Context: an optimization exercise on an open-source flow, tuned for small area. The choices shown serve that exercise and are no tape-out recipe.
Only simulation tests tie the RTL to the original design; equivalence was not proved.
No activity file was given, so power comes from the tool's default toggle rates.

== build 91 ==
Design main, start of the top module:
module main(
        input Reset,
        input oscillator,
        output reg [7:0] pc_sampled,
        input [7:0] instruction,
        output [6:0] LED1,
        output [6:0] LED2,
        output [6:0] LED3,
        output [6:0] LED4,
        output [6:0] LED5,
        output [6:0] LED6
    );
Size: ~1,400 cells after synthesis, ~0.013 mm2 of cells after synthesis.
export LEC_CHECK = 0
export CAP_MARGIN = 20
export CORE_MARGIN = 2
export CORE_UTILIZATION = 40
export SLEW_MARGIN = 20
create_clock -name core_clock -period 7.8 [get_ports {oscillator}]
standard.sh (not shown) runs the stock make flow with config.mk's settings and CLKGATE_MAP_FILE= SYNTH_SCRIPT=/design/flow/synth_recipe.tcl, a recipe that flattens the netlist after the stock synthesis.
==> flow/flow/run.sh <==
#!/bin/bash
# Own layout flow: the standard ORFS flow, with two changes in synthesis
# (the register mapping is untouched, so the registers keep the standard
# synthesis's names and cell types):
#  - the combinational logic is mapped by ABC with flow/area.abc
#  - Yosys's extract_fa step (fixed half/full adder cells) is skipped
# Every tool's output goes to a log file in this folder (make_*.log) and in
# orfs/logs/.
set -euo pipefail
HERE=$(pwd)
F=$HERE/flow
{
  echo "proc abc {args} {"
  echo "  set i [lsearch \$args -script]"
  echo "  lset args [expr {\$i+1}] $F/area.abc"
  echo "  set j [lsearch \$args -D]"
  echo "  if {\$j >= 0} { set args [lreplace \$args \$j [expr {\$j+1}]] }"
  echo "  yosys abc {*}\$args"
  echo "}"
  echo "proc extract_fa {args} { puts \"extract_fa skipped\" }"
  cat "$HERE/synth_recipe.tcl"
} > "$HERE/own_synth.tcl"
KNOBS=()
if [[ -f "$F/knobs.txt" ]]; then
  while read -r line; do [[ -n "$line" ]] && KNOBS+=("$line"); done < "$F/knobs.txt"
fi
TARGET=finish
[[ -n "${FP_ONLY:-}" ]] && TARGET=floorplan
make -C "$FLOW_HOME" DESIGN_CONFIG="$HERE/config.mk" WORK_HOME="$HERE/orfs" CLKGATE_MAP_FILE= \
  SYNTH_SCRIPT="$HERE/own_synth.tcl" "${KNOBS[@]}" $TARGET > "$HERE/make_$TARGET.log" 2>&1
[[ -n "${FP_ONLY:-}" ]] && exit 0
R=$HERE/orfs/results/${FLOW_PLATFORM:-sky130hd}/main/base
: # left out here: write the final layout as DEF
==> flow/flow/area.abc <==
&get -n
&st
&dch -f
&nf -R 1000
&put
&get -n
&st
&dch -f
&nf -R 1000
&put
&get -n
&st
&dch -f
&nf -R 1000
&put
&get -n
&st
&dch -f
&nf -R 1000
&put
topo
==> flow/flow/knobs.txt <==
BUFFER_PORTS_ARGS=-buffer_cell sky130_fd_sc_hd__buf_1
CTS_ARGS=-sink_clustering_enable -repair_clock_nets -sink_clustering_size 10 -sink_clustering_max_diameter 40 -buf_list sky130_fd_sc_hd__clkbuf_4 -dont_use_dummy_load
CAP_MARGIN=10
SLEW_MARGIN=10
CORE_UTILIZATION=70
PLACE_DENSITY=0.7
## Diff of input files: build 87 against build 91
==> flow/flow/area.abc <==
&get -n
&st
&dch
&nf
&put
topo
==> flow/flow/knobs.txt <==
BUFFER_PORTS_ARGS=-buffer_cell sky130_fd_sc_hd__buf_2
### Flow results
Build 91 ended up with fewer cell instances than build 87 did. Taking build 87 over build 91, the sum of met3 wire segment lengths after detailed routing ratio works out to 0.61. Final critical-path share of the clock period was higher in build 91 than in build 87. Comparing build 91 and build 87, the lower largest stage delay on the critical path is on build 91.
#### Input delta (build 19 over build 87)
==> flow/flow/area.abc <==
&get -n
&st
&dch -f
&nf -R 1000
&put
&get -n
&st
&dch -f
&nf -R 1000
&put
&get -n
&st
&dch -f
&nf -R 1000
&put
&get -n
&st
&dch -f
&nf -R 1000
&put
topo
==> flow/flow/knobs.txt <==
BUFFER_PORTS_ARGS=-buffer_cell sky130_fd_sc_hd__buf_1
CTS_ARGS=-sink_clustering_enable -repair_clock_nets -sink_clustering_size 10 -sink_clustering_max_diameter 40 -buf_list sky130_fd_sc_hd__clkbuf_4 -dont_use_dummy_load
CAP_MARGIN=10
SLEW_MARGIN=10
CORE_UTILIZATION=60
Notes after the runs:
Diff build 87 -> build 19: total power after layout dropped 630 uW, layout overhead on the synthesized area dropped 7.6 points, met3 routing resource usage after global routing climbed 2.7 points, critical path depth climbed 8, non-clock inverter total of the final layout dropped 4. Re clock group share of total power: build 87 was higher than build 19.

## afterwards: timing with drivers on the ports
The flow's constraints put no driver on any port. The routed layouts listed below were extracted and timed again, unchanged, in two steps.
Step 1 sets driving cells, clkbuf_16 on the clock port and buf_2 on the other inputs (assumed; they add their load-dependent delay and slew).
Step 2 moves the port delays by t, midway between the first and last clock arrival at a register: inputs arrive t later, outputs are due t later. That takes back most of the time a late clock gives input paths.
Three values: ideal, step 1, step 2; two values: the first two.
run | shift t [ns] | setup WS [ns] | worst register clock-pin slew, ns
build 91 | 0.670 | 0.187 / 0.162 / 0.162 | 0.12 / 0.12
build 87 | 0.574 | 0.304 / 0.278 / 0.278 | 0.06 / 0.06
build 19 | 0.672 | 0.237 / 0.211 / 0.211 | 0.11 / 0.11
After both steps setup and hold are still met in every run listed.
